Source: an optimization exercise on an open RTL-to-GDS flow (aim: small area, a short achievable clock period and few clock cycles). Production flows keep margins and buffers that such runs may drop. No functional check of the RTL was part of any run shown here. Power figures rest on the tool's default switching activity, not on a simulated workload.

==> flow/design.v <==
module CORDIC #(parameter integer W = 32)
(
    input wire clk,
    input wire start,
    input wire signed [31:0] x,
    input wire signed [31:0] y,
    output wire signed [W-1:0]phi,
    output wire done
);
reg [31:0] xr;
reg [31:0] yr;
reg [31:0] z;
reg [4:0] cnt;
reg dn;
reg [0:0] b27;   
reg [2:0] ff;
reg [1:0] c0;
wire d = yr[31];
wire [31:0] xs, ys, xn, yn, zn;
cordic_shr u_shx (.a(yr), .s({cnt[4:1], c0[0]}), .o(xs));
cordic_shr u_shy (.a(xr), .s({cnt[4:1], ~c0[1]}), .o(ys));
cordic_addsub u_addx (.a(xr), .b(xs), .inv(d), .ld(start), .din(x), .o(xn));
cordic_addsub u_addy (.a(yr), .b(ys), .inv(~d), .ld(start), .din(y), .o(yn));
wire [31:0] za;
cordic_ztab u_tab (.i(cnt), .d(d), .dn(dn), .o(za));
cordic_add u_addz (.a(z), .b(za), .o(zn));
wire b26 = ~d;
wire [2:0] fnext;
assign fnext[0] = z[4] & (b26 ? (~z[5] & (&z[10:6])) : (&z[10:5]));
assign fnext[1] = z[4] & (b26 ? (~z[5] & (&z[17:6])) : (&z[17:5]));
assign fnext[2] = z[4] & (b26 ? (~z[5] & (&z[24:6])) : (&z[24:5]));
cordic_fin u_fin (.a(z), .b(b27), .f(ff), .o(phi));
assign done = dn;
always @(posedge clk) begin
    xr <= xn;
    yr <= yn;
    if (start)
        z <= 32'h906dfdfb;
    else
        z <= zn;
    if (start) begin
        cnt <= 5'd0;
        dn  <= 1'b0;
        c0[0] <= 1'b0;
        c0[1] <= 1'b1;
    end else if (!dn) begin
        cnt <= cnt + 5'd1;
        dn  <= (cnt == 5'd26);
        b27 <= {~yn[31]};
        c0[0] <= ~c0[0];
        c0[1] <= ~c0[1];
        if (cnt == 5'd26) ff <= fnext;
    end
end
endmodule
module cordic_shr (input wire [31:0] a, input wire [4:0] s, output wire [31:0] o);
wire [31:0] l0 = s[0] ? {{1{a[31]}}, a[31:1]} : a;
wire [31:0] l1 = s[1] ? {{2{l0[31]}}, l0[31:2]} : l0;
wire [31:0] l2 = s[2] ? {{4{l1[31]}}, l1[31:4]} : l1;
wire [31:0] l3 = s[3] ? {{8{l2[31]}}, l2[31:8]} : l2;
wire [31:0] l4 = s[4] ? {{16{l3[31]}}, l3[31:16]} : l3;
assign o = l4;
endmodule
module cordic_addsub (input wire [31:0] a, input wire [31:0] b, input wire inv, input wire ld, input wire [31:0] din, output wire [31:0] o);
wire [31:0] ax;
cordic_xor u_x (.a(a), .s(inv), .o(ax));
wire [31:0] p, g;
cordic_pgx u_pg (.a(a), .ax(ax), .b(b), .cin(inv), .p(p), .g(g));
cordic_pfxl u_pfx (.p(p), .g(g), .cin(inv), .ld(ld), .din(din), .o(o));
endmodule
module cordic_pfxl (input wire [31:0] p, input wire [31:0] g, input wire cin, input wire ld, input wire [31:0] din, output wire [31:0] o);
wire [31:0] s;
wire G0_1 = g[1] | (p[1] & g[0]);
wire G0_3 = g[3] | (p[3] & g[2]);
wire P0_3 = p[3] & p[2];
wire G0_5 = g[5] | (p[5] & g[4]);
wire P0_5 = p[5] & p[4];
wire G0_7 = g[7] | (p[7] & g[6]);
wire P0_7 = p[7] & p[6];
wire G0_9 = g[9] | (p[9] & g[8]);
wire P0_9 = p[9] & p[8];
wire G0_11 = g[11] | (p[11] & g[10]);
wire P0_11 = p[11] & p[10];
wire G0_13 = g[13] | (p[13] & g[12]);
wire P0_13 = p[13] & p[12];
wire G0_15 = g[15] | (p[15] & g[14]);
wire P0_15 = p[15] & p[14];
wire G0_17 = g[17] | (p[17] & g[16]);
wire P0_17 = p[17] & p[16];
wire G0_19 = g[19] | (p[19] & g[18]);
wire P0_19 = p[19] & p[18];
wire G0_21 = g[21] | (p[21] & g[20]);
wire P0_21 = p[21] & p[20];
wire G0_23 = g[23] | (p[23] & g[22]);
wire P0_23 = p[23] & p[22];
wire G0_25 = g[25] | (p[25] & g[24]);
wire P0_25 = p[25] & p[24];
wire G0_27 = g[27] | (p[27] & g[26]);
wire P0_27 = p[27] & p[26];
wire G0_29 = g[29] | (p[29] & g[28]);
wire P0_29 = p[29] & p[28];
wire G0_31 = g[31] | (p[31] & g[30]);
wire P0_31 = p[31] & p[30];
wire G1_2 = g[2] | (p[2] & G0_1);
wire G1_3 = G0_3 | (P0_3 & G0_1);
wire G1_6 = g[6] | (p[6] & G0_5);
wire P1_6 = p[6] & P0_5;
wire G1_7 = G0_7 | (P0_7 & G0_5);
wire P1_7 = P0_7 & P0_5;
wire G1_10 = g[10] | (p[10] & G0_9);
wire P1_10 = p[10] & P0_9;
wire G1_11 = G0_11 | (P0_11 & G0_9);
wire P1_11 = P0_11 & P0_9;
wire G1_14 = g[14] | (p[14] & G0_13);
wire P1_14 = p[14] & P0_13;
wire G1_15 = G0_15 | (P0_15 & G0_13);
wire P1_15 = P0_15 & P0_13;
wire G1_18 = g[18] | (p[18] & G0_17);
wire P1_18 = p[18] & P0_17;
wire G1_19 = G0_19 | (P0_19 & G0_17);
wire P1_19 = P0_19 & P0_17;
wire G1_22 = g[22] | (p[22] & G0_21);
wire P1_22 = p[22] & P0_21;
wire G1_23 = G0_23 | (P0_23 & G0_21);
wire P1_23 = P0_23 & P0_21;
wire G1_26 = g[26] | (p[26] & G0_25);
wire P1_26 = p[26] & P0_25;
wire G1_27 = G0_27 | (P0_27 & G0_25);
wire P1_27 = P0_27 & P0_25;
wire G1_30 = g[30] | (p[30] & G0_29);
wire P1_30 = p[30] & P0_29;
wire G1_31 = G0_31 | (P0_31 & G0_29);
wire P1_31 = P0_31 & P0_29;
wire G2_4 = g[4] | (p[4] & G1_3);
wire G2_5 = G0_5 | (P0_5 & G1_3);
wire G2_6 = G1_6 | (P1_6 & G1_3);
wire G2_7 = G1_7 | (P1_7 & G1_3);
wire G2_12 = g[12] | (p[12] & G1_11);
wire P2_12 = p[12] & P1_11;
wire G2_13 = G0_13 | (P0_13 & G1_11);
wire P2_13 = P0_13 & P1_11;
wire G2_14 = G1_14 | (P1_14 & G1_11);
wire P2_14 = P1_14 & P1_11;
wire G2_15 = G1_15 | (P1_15 & G1_11);
wire P2_15 = P1_15 & P1_11;
wire G2_20 = g[20] | (p[20] & G1_19);
wire P2_20 = p[20] & P1_19;
wire G2_21 = G0_21 | (P0_21 & G1_19);
wire P2_21 = P0_21 & P1_19;
wire G2_22 = G1_22 | (P1_22 & G1_19);
wire P2_22 = P1_22 & P1_19;
wire G2_23 = G1_23 | (P1_23 & G1_19);
wire P2_23 = P1_23 & P1_19;
wire G2_28 = g[28] | (p[28] & G1_27);
wire P2_28 = p[28] & P1_27;
wire G2_29 = G0_29 | (P0_29 & G1_27);
wire P2_29 = P0_29 & P1_27;
wire G2_30 = G1_30 | (P1_30 & G1_27);
wire P2_30 = P1_30 & P1_27;
wire G2_31 = G1_31 | (P1_31 & G1_27);
wire P2_31 = P1_31 & P1_27;
wire G3_8 = g[8] | (p[8] & G2_7);
wire G3_9 = G0_9 | (P0_9 & G2_7);
wire G3_10 = G1_10 | (P1_10 & G2_7);
wire G3_11 = G1_11 | (P1_11 & G2_7);
wire G3_12 = G2_12 | (P2_12 & G2_7);
wire G3_13 = G2_13 | (P2_13 & G2_7);
wire G3_14 = G2_14 | (P2_14 & G2_7);
wire G3_15 = G2_15 | (P2_15 & G2_7);
wire G3_24 = g[24] | (p[24] & G2_23);
wire P3_24 = p[24] & P2_23;
wire G3_25 = G0_25 | (P0_25 & G2_23);
wire P3_25 = P0_25 & P2_23;
wire G3_26 = G1_26 | (P1_26 & G2_23);
wire P3_26 = P1_26 & P2_23;
wire G3_27 = G1_27 | (P1_27 & G2_23);
wire P3_27 = P1_27 & P2_23;
wire G3_28 = G2_28 | (P2_28 & G2_23);
wire P3_28 = P2_28 & P2_23;
wire G3_29 = G2_29 | (P2_29 & G2_23);
wire P3_29 = P2_29 & P2_23;
wire G3_30 = G2_30 | (P2_30 & G2_23);
wire P3_30 = P2_30 & P2_23;
wire G3_31 = G2_31 | (P2_31 & G2_23);
wire P3_31 = P2_31 & P2_23;
wire G4_16 = g[16] | (p[16] & G3_15);
wire G4_17 = G0_17 | (P0_17 & G3_15);
wire G4_18 = G1_18 | (P1_18 & G3_15);
wire G4_19 = G1_19 | (P1_19 & G3_15);
wire G4_20 = G2_20 | (P2_20 & G3_15);
wire G4_21 = G2_21 | (P2_21 & G3_15);
wire G4_22 = G2_22 | (P2_22 & G3_15);
wire G4_23 = G2_23 | (P2_23 & G3_15);
wire G4_24 = G3_24 | (P3_24 & G3_15);
wire G4_25 = G3_25 | (P3_25 & G3_15);
wire G4_26 = G3_26 | (P3_26 & G3_15);
wire G4_27 = G3_27 | (P3_27 & G3_15);
wire G4_28 = G3_28 | (P3_28 & G3_15);
wire G4_29 = G3_29 | (P3_29 & G3_15);
wire G4_30 = G3_30 | (P3_30 & G3_15);
wire G4_31 = G3_31 | (P3_31 & G3_15);
assign s = p ^ {G4_30, G4_29, G4_28, G4_27, G4_26, G4_25, G4_24, G4_23, G4_22, G4_21, G4_20, G4_19, G4_18, G4_17, G4_16, G3_15, G3_14, G3_13, G3_12, G3_11, G3_10, G3_9, G3_8, G2_7, G2_6, G2_5, G2_4, G1_3, G1_2, G0_1, g[0], cin};
assign o = ld ? din : s;
endmodule
module cordic_xor (input wire [31:0] a, input wire s, output wire [31:0] o);
assign o = a ^ {32{s}};
endmodule
module cordic_pgx (input wire [31:0] a, input wire [31:0] ax, input wire [31:0] b, input wire cin, output wire [31:0] p, output wire [31:0] g);
assign p = ax ^ b;
wire [31:0] g1 = a & ~p;
assign g = {g1[31:1], g1[0] | (p[0] & cin)};
endmodule
module cordic_pfx (input wire [31:0] p, input wire [31:0] g, input wire cin, output wire [31:0] o);
wire G0_1 = g[1] | (p[1] & g[0]);
wire G0_3 = g[3] | (p[3] & g[2]);
wire P0_3 = p[3] & p[2];
wire G0_5 = g[5] | (p[5] & g[4]);
wire P0_5 = p[5] & p[4];
wire G0_7 = g[7] | (p[7] & g[6]);
wire P0_7 = p[7] & p[6];
wire G0_9 = g[9] | (p[9] & g[8]);
wire P0_9 = p[9] & p[8];
wire G0_11 = g[11] | (p[11] & g[10]);
wire P0_11 = p[11] & p[10];
wire G0_13 = g[13] | (p[13] & g[12]);
wire P0_13 = p[13] & p[12];
wire G0_15 = g[15] | (p[15] & g[14]);
wire P0_15 = p[15] & p[14];
wire G0_17 = g[17] | (p[17] & g[16]);
wire P0_17 = p[17] & p[16];
wire G0_19 = g[19] | (p[19] & g[18]);
wire P0_19 = p[19] & p[18];
wire G0_21 = g[21] | (p[21] & g[20]);
wire P0_21 = p[21] & p[20];
wire G0_23 = g[23] | (p[23] & g[22]);
wire P0_23 = p[23] & p[22];
wire G0_25 = g[25] | (p[25] & g[24]);
wire P0_25 = p[25] & p[24];
wire G0_27 = g[27] | (p[27] & g[26]);
wire P0_27 = p[27] & p[26];
wire G0_29 = g[29] | (p[29] & g[28]);
wire P0_29 = p[29] & p[28];
wire G0_31 = g[31] | (p[31] & g[30]);
wire P0_31 = p[31] & p[30];
wire G1_2 = g[2] | (p[2] & G0_1);
wire G1_3 = G0_3 | (P0_3 & G0_1);
wire G1_6 = g[6] | (p[6] & G0_5);
wire P1_6 = p[6] & P0_5;
wire G1_7 = G0_7 | (P0_7 & G0_5);
wire P1_7 = P0_7 & P0_5;
wire G1_10 = g[10] | (p[10] & G0_9);
wire P1_10 = p[10] & P0_9;
wire G1_11 = G0_11 | (P0_11 & G0_9);
wire P1_11 = P0_11 & P0_9;
wire G1_14 = g[14] | (p[14] & G0_13);
wire P1_14 = p[14] & P0_13;
wire G1_15 = G0_15 | (P0_15 & G0_13);
wire P1_15 = P0_15 & P0_13;
wire G1_18 = g[18] | (p[18] & G0_17);
wire P1_18 = p[18] & P0_17;
wire G1_19 = G0_19 | (P0_19 & G0_17);
wire P1_19 = P0_19 & P0_17;
wire G1_22 = g[22] | (p[22] & G0_21);
wire P1_22 = p[22] & P0_21;
wire G1_23 = G0_23 | (P0_23 & G0_21);
wire P1_23 = P0_23 & P0_21;
wire G1_26 = g[26] | (p[26] & G0_25);
wire P1_26 = p[26] & P0_25;
wire G1_27 = G0_27 | (P0_27 & G0_25);
wire P1_27 = P0_27 & P0_25;
wire G1_30 = g[30] | (p[30] & G0_29);
wire P1_30 = p[30] & P0_29;
wire G1_31 = G0_31 | (P0_31 & G0_29);
wire P1_31 = P0_31 & P0_29;
wire G2_4 = g[4] | (p[4] & G1_3);
wire G2_5 = G0_5 | (P0_5 & G1_3);
wire G2_6 = G1_6 | (P1_6 & G1_3);
wire G2_7 = G1_7 | (P1_7 & G1_3);
wire G2_12 = g[12] | (p[12] & G1_11);
wire P2_12 = p[12] & P1_11;
wire G2_13 = G0_13 | (P0_13 & G1_11);
wire P2_13 = P0_13 & P1_11;
wire G2_14 = G1_14 | (P1_14 & G1_11);
wire P2_14 = P1_14 & P1_11;
wire G2_15 = G1_15 | (P1_15 & G1_11);
wire P2_15 = P1_15 & P1_11;
wire G2_20 = g[20] | (p[20] & G1_19);
wire P2_20 = p[20] & P1_19;
wire G2_21 = G0_21 | (P0_21 & G1_19);
wire P2_21 = P0_21 & P1_19;
wire G2_22 = G1_22 | (P1_22 & G1_19);
wire P2_22 = P1_22 & P1_19;
wire G2_23 = G1_23 | (P1_23 & G1_19);
wire P2_23 = P1_23 & P1_19;
wire G2_28 = g[28] | (p[28] & G1_27);
wire P2_28 = p[28] & P1_27;
wire G2_29 = G0_29 | (P0_29 & G1_27);
wire P2_29 = P0_29 & P1_27;
wire G2_30 = G1_30 | (P1_30 & G1_27);
wire P2_30 = P1_30 & P1_27;
wire G2_31 = G1_31 | (P1_31 & G1_27);
wire P2_31 = P1_31 & P1_27;
wire G3_8 = g[8] | (p[8] & G2_7);
wire G3_9 = G0_9 | (P0_9 & G2_7);
wire G3_10 = G1_10 | (P1_10 & G2_7);
wire G3_11 = G1_11 | (P1_11 & G2_7);
wire G3_12 = G2_12 | (P2_12 & G2_7);
wire G3_13 = G2_13 | (P2_13 & G2_7);
wire G3_14 = G2_14 | (P2_14 & G2_7);
wire G3_15 = G2_15 | (P2_15 & G2_7);
wire G3_24 = g[24] | (p[24] & G2_23);
wire P3_24 = p[24] & P2_23;
wire G3_25 = G0_25 | (P0_25 & G2_23);
wire P3_25 = P0_25 & P2_23;
wire G3_26 = G1_26 | (P1_26 & G2_23);
wire P3_26 = P1_26 & P2_23;
wire G3_27 = G1_27 | (P1_27 & G2_23);
wire P3_27 = P1_27 & P2_23;
wire G3_28 = G2_28 | (P2_28 & G2_23);
wire P3_28 = P2_28 & P2_23;
wire G3_29 = G2_29 | (P2_29 & G2_23);
wire P3_29 = P2_29 & P2_23;
wire G3_30 = G2_30 | (P2_30 & G2_23);
wire P3_30 = P2_30 & P2_23;
wire G3_31 = G2_31 | (P2_31 & G2_23);
wire P3_31 = P2_31 & P2_23;
wire G4_16 = g[16] | (p[16] & G3_15);
wire G4_17 = G0_17 | (P0_17 & G3_15);
wire G4_18 = G1_18 | (P1_18 & G3_15);
wire G4_19 = G1_19 | (P1_19 & G3_15);
wire G4_20 = G2_20 | (P2_20 & G3_15);
wire G4_21 = G2_21 | (P2_21 & G3_15);
wire G4_22 = G2_22 | (P2_22 & G3_15);
wire G4_23 = G2_23 | (P2_23 & G3_15);
wire G4_24 = G3_24 | (P3_24 & G3_15);
wire G4_25 = G3_25 | (P3_25 & G3_15);
wire G4_26 = G3_26 | (P3_26 & G3_15);
wire G4_27 = G3_27 | (P3_27 & G3_15);
wire G4_28 = G3_28 | (P3_28 & G3_15);
wire G4_29 = G3_29 | (P3_29 & G3_15);
wire G4_30 = G3_30 | (P3_30 & G3_15);
wire G4_31 = G3_31 | (P3_31 & G3_15);
assign o = p ^ {G4_30, G4_29, G4_28, G4_27, G4_26, G4_25, G4_24, G4_23, G4_22, G4_21, G4_20, G4_19, G4_18, G4_17, G4_16, G3_15, G3_14, G3_13, G3_12, G3_11, G3_10, G3_9, G3_8, G2_7, G2_6, G2_5, G2_4, G1_3, G1_2, G0_1, g[0], cin};
endmodule
module cordic_add (input wire [31:0] a, input wire [31:0] b, output wire [31:0] o);
wire [31:0] p, g;
cordic_pgz u_pg (.a(a), .b(b), .p(p), .g(g));
cordic_pfx u_pfx (.p(p), .g(g), .cin(1'b0), .o(o));
endmodule
module cordic_pgz (input wire [31:0] a, input wire [31:0] b, output wire [31:0] p, output wire [31:0] g);
assign p = a ^ b;
assign g = a & b;
endmodule
module cordic_ztab (input wire [4:0] i, input wire d, input wire dn, output wire [31:0] o);
wire [31:0] t =
    ({32{i == 5'd0}} & 32'h6487ed52) |
    ({32{i == 5'd1}} & 32'h3b58ce0a) |
    ({32{i == 5'd2}} & 32'h1f5b75fa) |
    ({32{i == 5'd3}} & 32'h0feadd4e) |
    ({32{i == 5'd4}} & 32'h07fd56ee) |
    ({32{i == 5'd5}} & 32'h03ffaab8) |
    ({32{i == 5'd6}} & 32'h01fff556) |
    ({32{i == 5'd7}} & 32'h00fffeaa) |
    ({32{i == 5'd8}} & 32'h007fffd6) |
    ({32{i == 5'd9}} & 32'h003ffffa) |
    ({32{i == 5'd10}} & 32'h00200000) |
    ({32{i == 5'd11}} & 32'h00100000) |
    ({32{i == 5'd12}} & 32'h00080000) |
    ({32{i == 5'd13}} & 32'h00040000) |
    ({32{i == 5'd14}} & 32'h00020000) |
    ({32{i == 5'd15}} & 32'h00010000) |
    ({32{i == 5'd16}} & 32'h00008000) |
    ({32{i == 5'd17}} & 32'h00004000) |
    ({32{i == 5'd18}} & 32'h00002000) |
    ({32{i == 5'd19}} & 32'h00001000) |
    ({32{i == 5'd20}} & 32'h00000800) |
    ({32{i == 5'd21}} & 32'h00000400) |
    ({32{i == 5'd22}} & 32'h00000200) |
    ({32{i == 5'd23}} & 32'h00000100) |
    ({32{i == 5'd24}} & 32'h00000080) |
    ({32{i == 5'd25}} & 32'h00000040) |
    ({32{i == 5'd26}} & 32'h00000020);
assign o = (d | dn) ? 32'h0 : t;
endmodule
module cordic_fin (input wire [31:0] a, input wire b, input wire [2:0] f, output wire [31:0] o);
assign o[3:0] = a[3:0];
wire c0 = b;
assign o[4] = a[4] ^ c0;
assign o[5] = a[5] ^ (c0 & (&a[4:4]));
assign o[6] = a[6] ^ (c0 & (&a[5:4]));
assign o[7] = a[7] ^ (c0 & (&a[6:4]));
assign o[8] = a[8] ^ (c0 & (&a[7:4]));
assign o[9] = a[9] ^ (c0 & (&a[8:4]));
assign o[10] = a[10] ^ (c0 & (&a[9:4]));
wire c1 = (b & f[0]);
assign o[11] = a[11] ^ c1;
assign o[12] = a[12] ^ (c1 & (&a[11:11]));
assign o[13] = a[13] ^ (c1 & (&a[12:11]));
assign o[14] = a[14] ^ (c1 & (&a[13:11]));
assign o[15] = a[15] ^ (c1 & (&a[14:11]));
assign o[16] = a[16] ^ (c1 & (&a[15:11]));
assign o[17] = a[17] ^ (c1 & (&a[16:11]));
wire c2 = (b & f[1]);
assign o[18] = a[18] ^ c2;
assign o[19] = a[19] ^ (c2 & (&a[18:18]));
assign o[20] = a[20] ^ (c2 & (&a[19:18]));
assign o[21] = a[21] ^ (c2 & (&a[20:18]));
assign o[22] = a[22] ^ (c2 & (&a[21:18]));
assign o[23] = a[23] ^ (c2 & (&a[22:18]));
assign o[24] = a[24] ^ (c2 & (&a[23:18]));
wire c3 = (b & f[2]);
assign o[25] = a[25] ^ c3;
assign o[26] = a[26] ^ (c3 & (&a[25:25]));
assign o[27] = a[27] ^ (c3 & (&a[26:25]));
assign o[28] = a[28] ^ (c3 & (&a[27:25]));
assign o[29] = a[29] ^ (c3 & (&a[28:25]));
assign o[30] = a[30] ^ (c3 & (&a[29:25]));
assign o[31] = a[31] ^ (c3 & (&a[30:25]));
endmodule
==> flow/run.sh <==
#!/bin/bash
# synth_recipe.tcl (not shown) runs the flow's synth.tcl, then flattens the netlist and writes it again
# the make line also repeats each setting of config.mk as NAME=value (left out here)
make -C /OpenROAD-flow-scripts/flow DESIGN_CONFIG=/design/flow/config.mk WORK_HOME=/design/flow/orfs CLKGATE_MAP_FILE= SYNTH_SCRIPT=/design/flow/synth_recipe.tcl finish
==> flow/config.mk <==
export PLATFORM = sky130hd
export DESIGN_NAME = CORDIC
export DESIGN_NICKNAME = CORDIC
export VERILOG_FILES = /design/flow/design.v
export SDC_FILE = /design/flow/constraint.sdc
export NUM_CORES = 4
export LEC_CHECK = 0
export ABC_AREA = 1
export CAP_MARGIN = 20
export CORE_MARGIN = 2
export CORE_UTILIZATION = 40
export SETUP_SLACK_MARGIN = 4
export SLEW_MARGIN = 20
export SYNTH_HIERARCHICAL = 1
export SYNTH_MINIMUM_KEEP_SIZE = 0
==> flow/constraint.sdc <==
create_clock -name core_clock -period 7.5 [get_ports {clk}]
set_input_delay 1.5000 -clock core_clock [delete_from_list [all_inputs] [get_ports {clk}]]
set_output_delay 1.5000 -clock core_clock [all_outputs]
set_load 0.01 [all_outputs]
==> results of run 1 <==
==> state kept, by name, summed over array words and instances, names as in the netlist <==
| register | flops |
|---|---|
| xr | 32 |
| yr | 32 |
| z | 32 |
| cnt | 5 |
| ff | 3 |
| c0 | 2 |
| b27 | 1 |
| dn | 1 |
==> critical path: stages (launching register included) <==
cell and delay, ns:
edfxtp_1 0.38, buf_6 0.16, nand2_2 0.11, inv_2 0.07
ha_1 0.27, clkdlybuf4s50_1 0.53
==> area by class of cell <==
cell class              instances  area [µm²]
fillers                      4237       20900
repair inverters                7        56.3
clock buffers                  11         233
clock inverters                 5        76.3
multi-input cells            2274       11000
well taps                     518         648
flip-flops and latches        108        2230
inverters                     431        1720
repair buffers                150        1640
==> path summary, 6_finish.rpt <==
| check | start | to | depth (start not counted) |
|---|---|---|---|
| setup / recovery | b27 | phi[18] | 5 |
| hold / removal | c0[1] | c0[1] | 1 |
| setup reg to reg | cnt[4] | z[16] | 18 |
| hold reg to reg | c0[1] | c0[1] | 1 |
==> stage by stage <==
step | power [mW] | cell area, µm² | hold slack (ns) | instances | worst slack (ns)
final | 8.46 | 17600 | 0.501 | 3504 | 4.08
after global routing | 9.52 | 17600 | 0.532 | 3504 | 3.93
after CTS | 8.29 | 17000 | 0.475 | 3478 | 3.98
after detailed placement | 7.69 | 16400 | 0.458 | 3439 | 3.14
after global placement | 7.55 | 16400 | 0.452 | 3439 | 3.16
after floorplan | 6.33 | 15500 | 0.434 | 2923 | 4.50
==> timing repair <==
item | 4_1_cts | 5_1_grt
setup buffers | 19 | 16
resized for setup | 34 | 77
hold buffers | 0 | 0
setup endpoints to repair | 101 | 66
cloned | 4 | 10
pin swaps | 0 | 2
==> layer usage <==
metal | wire length (µm) | share of wire | track usage | up-vias
met5 | 0 | 0 | 0 | -
met4 | 1460 | 0.028 | 0.0873 | 0
met3 | 2350 | 0.045 | 0.0227 | 91
met2 | 25200 | 0.49 | 0.442 | 459
met1 | 22500 | 0.44 | 0.300 | 8060
li1 | - | - | - | 9166
==> power by group through the flow <==
stage	Sequential, mW	Clock [mW]	Combinational [mW]
final	1.39	0.545	6.53
after global routing	1.43	0.583	7.51
after CTS	1.40	0.564	6.33
after detailed placement	1.41	0	6.28
after global placement	1.41	0	6.14
after floorplan	1.15	0	5.18
==> impl_metrics.py, run 1 <==
metrics = {
    "outcome": {
        "status": "timing/DRC/antenna clean",
    },
    "power_and_ir_drop": {
        "p_sw_frac": 0.586,
        "power_frac_comb": 0.771,
        "switchingPower_mw": 4.96,
        "p_leak_nw": 10.2,
        "p_int_mw": 3.50,
        "power.density_nw_per_um2": 481,
        "p_clk_frac": 0.064,
        "p_seq_frac": 0.164,
        "ir_drop_uv": 205,
    },
    "timing": {
        "setup_viol": 0,
        "fin_crit_ns": 3.42,
        "hold_viol": 0,
        "drv_slew": 0,
        "timing.fmax_mhz": 293,
        "fin_worst_skew_ns": 0.0173,
        "tns_ns": 0,
        "rsz0062_at_grt": "yes",
        "worst_pin_slew_ns": 0.950,
        "timing.final.crit_share": 0.455,
        "max_slew_margin": 0.366,
    },
    "clock_network": {
        "cts-root-buf": "clkbuf_16",
        "numCtsBuffers": 9,
        "clock_latency_ns": 0.40,
        "cts_tree": "done",
        "h-tree-depth": 3,
        "numClockSinks": 108,
        "clkTransAtPathRegs_ns": 0.09,
        "cts.path.max_buffers": 2,
    },
    "global_routing": {
        "grt_pass1_wl_um": 80900,
        "grt_pass1_vias": 16183,
        "grt_util_all_layers": 0.244,
        "antenna_found_initial": 0,
        "grt_overflow": 0,
        "grt_max_degree": 80,
    },
    "place": {
        "place.gp.congestion": 0.936,
        "hpwl_um": 38500,
        "port_buffers": 98,
    },
    "final_layout": {
        "layout_common_cells": "nand2_1, nand3_1, inv_1",
        "n_antenna_cell": 0,
        "fin_nets": 3100,
        "layout_commonest_cell": "nand2_1",
        "post-route-util": 0.457,
        "drive_gt1_frac": 0.111,
        "area_growth_pct": 13.2,
    },
    "die": {
        "die_area_um2": 40400,
        "core_um2": 38500,
        "die_w_um": 201,
        "top_level_ports": 99,
        "initial_utilization": 0.404,
        "die_h_um": 201,
        "num_rows": 72,
    },
    "setup_path": {
        "start_kind": "register",
        "worstPathRequired_ns": 6.00,
        "cp-end-kind": "output pin",
        "cp.arrival_ns": 1.92,
        "r2r_slack_ns": 4.22,
        "path_max_fanout": 5,
        "crit_type": "register to output pin",
    },
    "min_path": {
        "worstHoldPathType": "register to register",
    },
    "job": {
        "maxCapViolCount": 0,
    },
    "routing": {
        "wirelength_um": 51600,
        "drtPass1Iterations": 8,
        "wl_per_cell_um": 14.7,
        "drc": 0,
        "routed_via_density": 5.07,
        "num_vias": 17776,
        "drtIter0Drc": 1260,
        "postRouteAntennaNets": 0,
    },
    "logic_synthesis": {
        "synth_area_um2": 15500,
        "yosysWarnings": 7,
        "synth.avg_cell_area_um2": 5.32,
        "synth_cells": 2922,
    },
}
==> run 2: changes to the inputs <==
--- a/flow/design.v
+++ b/flow/design.v
@@ -21,4 +21,4 @@
 cordic_shr u_shy (.a(xr), .s({cnt[4:1], ~c0[1]}), .o(ys));
-cordic_addsub u_addx (.a(xr), .b(xs), .inv(d), .ld(start), .din(x), .o(xn));
-cordic_addsub u_addy (.a(yr), .b(ys), .inv(~d), .ld(start), .din(y), .o(yn));
+cordic_addsub u_addx (.a(xr), .b(xs), .inv(d), .o(xn));
+cordic_addsub u_addy (.a(yr), .b(ys), .inv(~d), .o(yn));
 wire [31:0] za;
@@ -34,8 +34,11 @@
 always @(posedge clk) begin
-    xr <= xn;
-    yr <= yn;
-    if (start)
-        z <= 32'h906dfdfb;
-    else
-        z <= zn;
+    if (start) begin
+        xr  <= x;
+        yr  <= y;
+        z   <= 32'h906dfdfb;
+    end else begin
+        xr  <= xn;
+        yr  <= yn;
+        z   <= zn;
+    end
     if (start) begin
@@ -63,3 +66,3 @@
 endmodule
-module cordic_addsub (input wire [31:0] a, input wire [31:0] b, input wire inv, input wire ld, input wire [31:0] din, output wire [31:0] o);
+module cordic_addsub (input wire [31:0] a, input wire [31:0] b, input wire inv, output wire [31:0] o);
 wire [31:0] ax;
@@ -68,6 +71,13 @@
 cordic_pgx u_pg (.a(a), .ax(ax), .b(b), .cin(inv), .p(p), .g(g));
-cordic_pfxl u_pfx (.p(p), .g(g), .cin(inv), .ld(ld), .din(din), .o(o));
+cordic_pfx u_pfx (.p(p), .g(g), .cin(inv), .o(o));
+endmodule
+module cordic_xor (input wire [31:0] a, input wire s, output wire [31:0] o);
+assign o = a ^ {32{s}};
+endmodule
+module cordic_pgx (input wire [31:0] a, input wire [31:0] ax, input wire [31:0] b, input wire cin, output wire [31:0] p, output wire [31:0] g);
+assign p = ax ^ b;
+wire [31:0] g1 = a & ~p;
+assign g = {g1[31:1], g1[0] | (p[0] & cin)};
 endmodule
-module cordic_pfxl (input wire [31:0] p, input wire [31:0] g, input wire cin, input wire ld, input wire [31:0] din, output wire [31:0] o);
-wire [31:0] s;
+module cordic_pfx (input wire [31:0] p, input wire [31:0] g, input wire cin, output wire [31:0] o);
 wire G0_1 = g[1] | (p[1] & g[0]);
@@ -103,112 +113,103 @@
 wire P0_31 = p[31] & p[30];
-wire G1_2 = g[2] | (p[2] & G0_1);
 wire G1_3 = G0_3 | (P0_3 & G0_1);
-wire G1_6 = g[6] | (p[6] & G0_5);
-wire P1_6 = p[6] & P0_5;
+wire G1_5 = G0_5 | (P0_5 & G0_3);
+wire P1_5 = P0_5 & P0_3;
 wire G1_7 = G0_7 | (P0_7 & G0_5);
 wire P1_7 = P0_7 & P0_5;
-wire G1_10 = g[10] | (p[10] & G0_9);
-wire P1_10 = p[10] & P0_9;
+wire G1_9 = G0_9 | (P0_9 & G0_7);
+wire P1_9 = P0_9 & P0_7;
 wire G1_11 = G0_11 | (P0_11 & G0_9);
 wire P1_11 = P0_11 & P0_9;
-wire G1_14 = g[14] | (p[14] & G0_13);
-wire P1_14 = p[14] & P0_13;
+wire G1_13 = G0_13 | (P0_13 & G0_11);
+wire P1_13 = P0_13 & P0_11;
 wire G1_15 = G0_15 | (P0_15 & G0_13);
 wire P1_15 = P0_15 & P0_13;
-wire G1_18 = g[18] | (p[18] & G0_17);
-wire P1_18 = p[18] & P0_17;
+wire G1_17 = G0_17 | (P0_17 & G0_15);
+wire P1_17 = P0_17 & P0_15;
 wire G1_19 = G0_19 | (P0_19 & G0_17);
 wire P1_19 = P0_19 & P0_17;
-wire G1_22 = g[22] | (p[22] & G0_21);
-wire P1_22 = p[22] & P0_21;
+wire G1_21 = G0_21 | (P0_21 & G0_19);
+wire P1_21 = P0_21 & P0_19;
 wire G1_23 = G0_23 | (P0_23 & G0_21);
 wire P1_23 = P0_23 & P0_21;
-wire G1_26 = g[26] | (p[26] & G0_25);
-wire P1_26 = p[26] & P0_25;
+wire G1_25 = G0_25 | (P0_25 & G0_23);
+wire P1_25 = P0_25 & P0_23;
 wire G1_27 = G0_27 | (P0_27 & G0_25);
 wire P1_27 = P0_27 & P0_25;
-wire G1_30 = g[30] | (p[30] & G0_29);
-wire P1_30 = p[30] & P0_29;
+wire G1_29 = G0_29 | (P0_29 & G0_27);
+wire P1_29 = P0_29 & P0_27;
 wire G1_31 = G0_31 | (P0_31 & G0_29);
 wire P1_31 = P0_31 & P0_29;
-wire G2_4 = g[4] | (p[4] & G1_3);
-wire G2_5 = G0_5 | (P0_5 & G1_3);
-wire G2_6 = G1_6 | (P1_6 & G1_3);
+wire G2_5 = G1_5 | (P1_5 & G0_1);
 wire G2_7 = G1_7 | (P1_7 & G1_3);
-wire G2_12 = g[12] | (p[12] & G1_11);
-wire P2_12 = p[12] & P1_11;
-wire G2_13 = G0_13 | (P0_13 & G1_11);
-wire P2_13 = P0_13 & P1_11;
-wire G2_14 = G1_14 | (P1_14 & G1_11);
-wire P2_14 = P1_14 & P1_11;
+wire G2_9 = G1_9 | (P1_9 & G1_5);
+wire P2_9 = P1_9 & P1_5;
+wire G2_11 = G1_11 | (P1_11 & G1_7);
+wire P2_11 = P1_11 & P1_7;
+wire G2_13 = G1_13 | (P1_13 & G1_9);
+wire P2_13 = P1_13 & P1_9;
 wire G2_15 = G1_15 | (P1_15 & G1_11);
 wire P2_15 = P1_15 & P1_11;
-wire G2_20 = g[20] | (p[20] & G1_19);
-wire P2_20 = p[20] & P1_19;
-wire G2_21 = G0_21 | (P0_21 & G1_19);
-wire P2_21 = P0_21 & P1_19;
-wire G2_22 = G1_22 | (P1_22 & G1_19);
-wire P2_22 = P1_22 & P1_19;
+wire G2_17 = G1_17 | (P1_17 & G1_13);
+wire P2_17 = P1_17 & P1_13;
+wire G2_19 = G1_19 | (P1_19 & G1_15);
+wire P2_19 = P1_19 & P1_15;
+wire G2_21 = G1_21 | (P1_21 & G1_17);
+wire P2_21 = P1_21 & P1_17;
 wire G2_23 = G1_23 | (P1_23 & G1_19);
 wire P2_23 = P1_23 & P1_19;
-wire G2_28 = g[28] | (p[28] & G1_27);
-wire P2_28 = p[28] & P1_27;
-wire G2_29 = G0_29 | (P0_29 & G1_27);
-wire P2_29 = P0_29 & P1_27;
-wire G2_30 = G1_30 | (P1_30 & G1_27);
-wire P2_30 = P1_30 & P1_27;
+wire G2_25 = G1_25 | (P1_25 & G1_21);
+wire P2_25 = P1_25 & P1_21;
+wire G2_27 = G1_27 | (P1_27 & G1_23);
+wire P2_27 = P1_27 & P1_23;
+wire G2_29 = G1_29 | (P1_29 & G1_25);
+wire P2_29 = P1_29 & P1_25;
 wire G2_31 = G1_31 | (P1_31 & G1_27);
 wire P2_31 = P1_31 & P1_27;
-wire G3_8 = g[8] | (p[8] & G2_7);
-wire G3_9 = G0_9 | (P0_9 & G2_7);
-wire G3_10 = G1_10 | (P1_10 & G2_7);
-wire G3_11 = G1_11 | (P1_11 & G2_7);
-wire G3_12 = G2_12 | (P2_12 & G2_7);
-wire G3_13 = G2_13 | (P2_13 & G2_7);
-wire G3_14 = G2_14 | (P2_14 & G2_7);
+wire G3_9 = G2_9 | (P2_9 & G0_1);
+wire G3_11 = G2_11 | (P2_11 & G1_3);
+wire G3_13 = G2_13 | (P2_13 & G2_5);
 wire G3_15 = G2_15 | (P2_15 & G2_7);
-wire G3_24 = g[24] | (p[24] & G2_23);
-wire P3_24 = p[24] & P2_23;
-wire G3_25 = G0_25 | (P0_25 & G2_23);
-wire P3_25 = P0_25 & P2_23;
-wire G3_26 = G1_26 | (P1_26 & G2_23);
-wire P3_26 = P1_26 & P2_23;
-wire G3_27 = G1_27 | (P1_27 & G2_23);
-wire P3_27 = P1_27 & P2_23;
-wire G3_28 = G2_28 | (P2_28 & G2_23);
-wire P3_28 = P2_28 & P2_23;
-wire G3_29 = G2_29 | (P2_29 & G2_23);
-wire P3_29 = P2_29 & P2_23;
-wire G3_30 = G2_30 | (P2_30 & G2_23);
-wire P3_30 = P2_30 & P2_23;
+wire G3_17 = G2_17 | (P2_17 & G2_9);
+wire P3_17 = P2_17 & P2_9;
+wire G3_19 = G2_19 | (P2_19 & G2_11);
+wire P3_19 = P2_19 & P2_11;
+wire G3_21 = G2_21 | (P2_21 & G2_13);
+wire P3_21 = P2_21 & P2_13;
+wire G3_23 = G2_23 | (P2_23 & G2_15);
+wire P3_23 = P2_23 & P2_15;
+wire G3_25 = G2_25 | (P2_25 & G2_17);
+wire P3_25 = P2_25 & P2_17;
+wire G3_27 = G2_27 | (P2_27 & G2_19);
+wire P3_27 = P2_27 & P2_19;
+wire G3_29 = G2_29 | (P2_29 & G2_21);
+wire P3_29 = P2_29 & P2_21;
 wire G3_31 = G2_31 | (P2_31 & G2_23);
 wire P3_31 = P2_31 & P2_23;
-wire G4_16 = g[16] | (p[16] & G3_15);
-wire G4_17 = G0_17 | (P0_17 & G3_15);
-wire G4_18 = G1_18 | (P1_18 & G3_15);
-wire G4_19 = G1_19 | (P1_19 & G3_15);
-wire G4_20 = G2_20 | (P2_20 & G3_15);
-wire G4_21 = G2_21 | (P2_21 & G3_15);
-wire G4_22 = G2_22 | (P2_22 & G3_15);
-wire G4_23 = G2_23 | (P2_23 & G3_15);
-wire G4_24 = G3_24 | (P3_24 & G3_15);
-wire G4_25 = G3_25 | (P3_25 & G3_15);
-wire G4_26 = G3_26 | (P3_26 & G3_15);
-wire G4_27 = G3_27 | (P3_27 & G3_15);
-wire G4_28 = G3_28 | (P3_28 & G3_15);
-wire G4_29 = G3_29 | (P3_29 & G3_15);
-wire G4_30 = G3_30 | (P3_30 & G3_15);
+wire G4_17 = G3_17 | (P3_17 & G0_1);
+wire G4_19 = G3_19 | (P3_19 & G1_3);
+wire G4_21 = G3_21 | (P3_21 & G2_5);
+wire G4_23 = G3_23 | (P3_23 & G2_7);
+wire G4_25 = G3_25 | (P3_25 & G3_9);
+wire G4_27 = G3_27 | (P3_27 & G3_11);
+wire G4_29 = G3_29 | (P3_29 & G3_13);
 wire G4_31 = G3_31 | (P3_31 & G3_15);
-assign s = p ^ {G4_30, G4_29, G4_28, G4_27, G4_26, G4_25, G4_24, G4_23, G4_22, G4_21, G4_20, G4_19, G4_18, G4_17, G4_16, G3_15, G3_14, G3_13, G3_12, G3_11, G3_10, G3_9, G3_8, G2_7, G2_6, G2_5, G2_4, G1_3, G1_2, G0_1, g[0], cin};
-assign o = ld ? din : s;
-endmodule
-module cordic_xor (input wire [31:0] a, input wire s, output wire [31:0] o);
-assign o = a ^ {32{s}};
+wire G5_2 = g[2] | (p[2] & G0_1);
+wire G5_4 = g[4] | (p[4] & G1_3);
+wire G5_6 = g[6] | (p[6] & G2_5);
+wire G5_8 = g[8] | (p[8] & G2_7);
+wire G5_10 = g[10] | (p[10] & G3_9);
+wire G5_12 = g[12] | (p[12] & G3_11);
+wire G5_14 = g[14] | (p[14] & G3_13);
+wire G5_16 = g[16] | (p[16] & G3_15);
+wire G5_18 = g[18] | (p[18] & G4_17);
+wire G5_20 = g[20] | (p[20] & G4_19);
+wire G5_22 = g[22] | (p[22] & G4_21);
+wire G5_24 = g[24] | (p[24] & G4_23);
+wire G5_26 = g[26] | (p[26] & G4_25);
+wire G5_28 = g[28] | (p[28] & G4_27);
+wire G5_30 = g[30] | (p[30] & G4_29);
+assign o = p ^ {G5_30, G4_29, G5_28, G4_27, G5_26, G4_25, G5_24, G4_23, G5_22, G4_21, G5_20, G4_19, G5_18, G4_17, G5_16, G3_15, G5_14, G3_13, G5_12, G3_11, G5_10, G3_9, G5_8, G2_7, G5_6, G2_5, G5_4, G1_3, G5_2, G0_1, g[0], cin};
 endmodule
-module cordic_pgx (input wire [31:0] a, input wire [31:0] ax, input wire [31:0] b, input wire cin, output wire [31:0] p, output wire [31:0] g);
-assign p = ax ^ b;
-wire [31:0] g1 = a & ~p;
-assign g = {g1[31:1], g1[0] | (p[0] & cin)};
-endmodule
-module cordic_pfx (input wire [31:0] p, input wire [31:0] g, input wire cin, output wire [31:0] o);
+module cordic_pfxz (input wire [31:0] p, input wire [31:0] g, input wire cin, output wire [31:0] o);
 wire G0_1 = g[1] | (p[1] & g[0]);
@@ -347,3 +348,3 @@
 cordic_pgz u_pg (.a(a), .b(b), .p(p), .g(g));
-cordic_pfx u_pfx (.p(p), .g(g), .cin(1'b0), .o(o));
+cordic_pfxz u_pfx (.p(p), .g(g), .cin(1'b0), .o(o));
 endmodule
==> impl_metrics.py, run 2 <==
metrics = {
    "setup_path": {
        "r2r_slack_ns": 4.13,
        "path_max_fanout": 4,
        "slowest_stage": "clkdlybuf4s50_1",
        "worstPathRequired_ns": 6.00,
        "cp-end-kind": "output pin",
        "cp.arrival_ns": 1.94,
        "start_kind": "register",
        "timing.rr.end": "b27",
        "crit_type": "register to output pin",
        "path_cells": "buf_6 > nand2_2 > inv_1 > ha_1 > clkdlybuf4s50_1",
        "worst_r2r_path_depth": 26,
        "rr_startpoint": "c0[1]",
        "max_stage_delay_ns": 0.52,
        "cp-startpoint": "b27",
    },
    "timing": {
        "drv_slew": 0,
        "fin_crit_ns": 3.44,
        "timing.final.crit_share": 0.458,
        "rsz0062_at_grt": "yes",
        "timing.fmax_mhz": 291,
        "hold_viol": 0,
        "tns_ns": 0,
        "max_slew_margin": 0.463,
        "fin_worst_skew_ns": 0.00990,
        "setup_viol": 0,
        "worst_pin_slew_ns": 0.805,
    },
    "place": {
        "hpwl_um": 38300,
        "post_dp_cell_area_um2": 16500,
        "dp.cells": 3409,
        "place.gp.congestion": 0.944,
        "port_buffers": 98,
    },
    "final_layout": {
        "fin_nets": 3109,
        "multi_input_area_um2": 11100,
        "fin_area_um2": 17800,
        "area_growth_pct": 14.3,
        "drive_gt1_frac": 0.133,
        "n_antenna_cell": 0,
        "regArea_um2": 2230,
        "layout_common_cells": "nand2_1, inv_1, nand3_1",
        "fin_cells": 3491,
        "top_regs": "xr x32, yr x32, z x32",
        "nFillCells": 4276,
        "layout_commonest_cell": "nand2_1",
    },
    "die": {
        "die_w_um": 201,
        "num_rows": 72,
        "die_h_um": 201,
        "die_area_um2": 40500,
        "core_um2": 38600,
        "top_level_ports": 99,
        "initial_utilization": 0.404,
    },
    "routing": {
        "num_vias": 17283,
        "postRouteAntennaNets": 0,
        "drc": 0,
        "wl_per_cell_um": 14.5,
        "wirelength_um": 50600,
        "drtPass1Iterations": 9,
        "drtIter0Drc": 1376,
        "routed_via_density": 4.95,
    },
    "global_routing": {
        "grt_pass1_vias": 15523,
        "grt_overflow": 0,
        "grt_util_all_layers": 0.244,
        "antenna_found_initial": 0,
        "grt_max_degree": 68,
        "grt_pass1_wl_um": 80500,
    },
    "outcome": {
        "status": "timing/DRC/antenna clean",
    },
    "logic_synthesis": {
        "synth.avg_cell_area_um2": 5.39,
        "synth_area_um2": 15600,
        "synth_cells": 2891,
        "yosysWarnings": 7,
    },
    "clock_network": {
        "cts_tree": "done",
        "hold_buffers": 0,
        "numCtsBuffers": 9,
        "cts-root-buf": "clkbuf_16",
        "clock_latency_ns": 0.39,
        "h-tree-depth": 3,
        "cts.path.max_buffers": 2,
        "numClockSinks": 108,
        "clkTransAtPathRegs_ns": 0.08,
    },
    "power_and_ir_drop": {
        "power.density_nw_per_um2": 496,
        "ir_drop_uv": 165,
        "p_leak_nw": 10.4,
        "power_mw": 8.82,
    },
    "min_path": {
        "worstHoldPathType": "register to register",
        "hold_path_depth": 1,
        "min_to": "c0[1]",
        "hp-start": "c0[1]",
    },
    "job": {
        "maxCapViolCount": 0,
    },
}
==> run 2: final cells by class <==
cell class                 count  share of cell area
sequential                   108               0.125
multi-input combinational   2249               0.625
tap                          518              0.0364
clock buffer                  11              0.0142
timing repair inverter         9             0.00429
timing repair buffer         166              0.0943
clock inverter                 5             0.00513
inverter                     425              0.0950
==> run 2: per-layer routing <==
layer	GRT usage	up-vias	wire length, µm
met2	0.383	515	21900
met5	0	-	0
li1	-	9005	-
met4	0.0777	0	1470
met1	0.351	7687	24600
met3	0.0238	76	2690
==> run 2: worst max-delay path by stage <==
| stage | endpoint | slack [ns] | cells past startpoint |
|---|---|---|---|
| after global routing | b27 | 3.88 | 24 |
| after CTS | phi[10] | 3.94 | 6 |
| after global placement | b27 | 3.11 | 24 |
| after detailed placement | b27 | 3.09 | 24 |
| after floorplan | b27 | 4.44 | 25 |
| final | phi[11] | 4.06 | 5 |
==> run 2: report_power, final <==
group          internal [mW]  switching (mW)
Sequential             0.865           0.511
Combinational           2.57            4.30
Clock                  0.317           0.267
Total                   3.75            5.08
==> run 2: critical path: cells and delay by family, from the launching register on <==
family                     cells  cell delay (ns)
adders and majority gates      1             0.26
buffers and inverters          3             0.74
DFF                            1             0.43
and+or+nand+nor                1             0.11
==> run 2: metrics by stage <==
step           setup slack [ns]  utilization  hold slack, ns
2_1_floorplan              4.44            -           0.434
3_3_place_gp               3.11        0.427           0.448
3_5_place_dp               3.09        0.427           0.459
4_1_cts                    3.94        0.445           0.522
5_1_grt                    3.88        0.462           0.553
6_report                   4.06        0.462           0.516
==> run 2: what timing repair did <==
action | CTS | global route
cloned | 8 | 3
resized for setup | 38 | 96
pin swaps | 0 | 9
setup buffers | 23 | 32
setup endpoints to repair | 89 | 69

-- separate check: timing with driven ports --
How much do the figures lean on ideal ports? The routed layouts below were timed once more, with nothing changed but the port constraints.
Step 1 sets driving cells, clkbuf_16 on the clock port and buf_2 on the other inputs (assumed; they add their load-dependent delay and slew).
Step 2 moves the port delays by t, midway between the first and last clock arrival at a register: inputs arrive t later, outputs are due t later. That takes back most of the time a late clock gives input paths.
Three values: ideal, step 1, step 2; two values: the first two.
run | t, ns | setup slack, ns | worst setup path after step 2 | latest minus earliest clock arrival (ns)
run 1 | 0.449 | 4.084 / 4.026 / 4.215 | register to register | 0.017 / 0.018
run 2 | 0.435 | 4.064 / 4.011 / 4.126 | register to register | 0.010 / 0.010
After both steps every run listed still meets setup and hold.
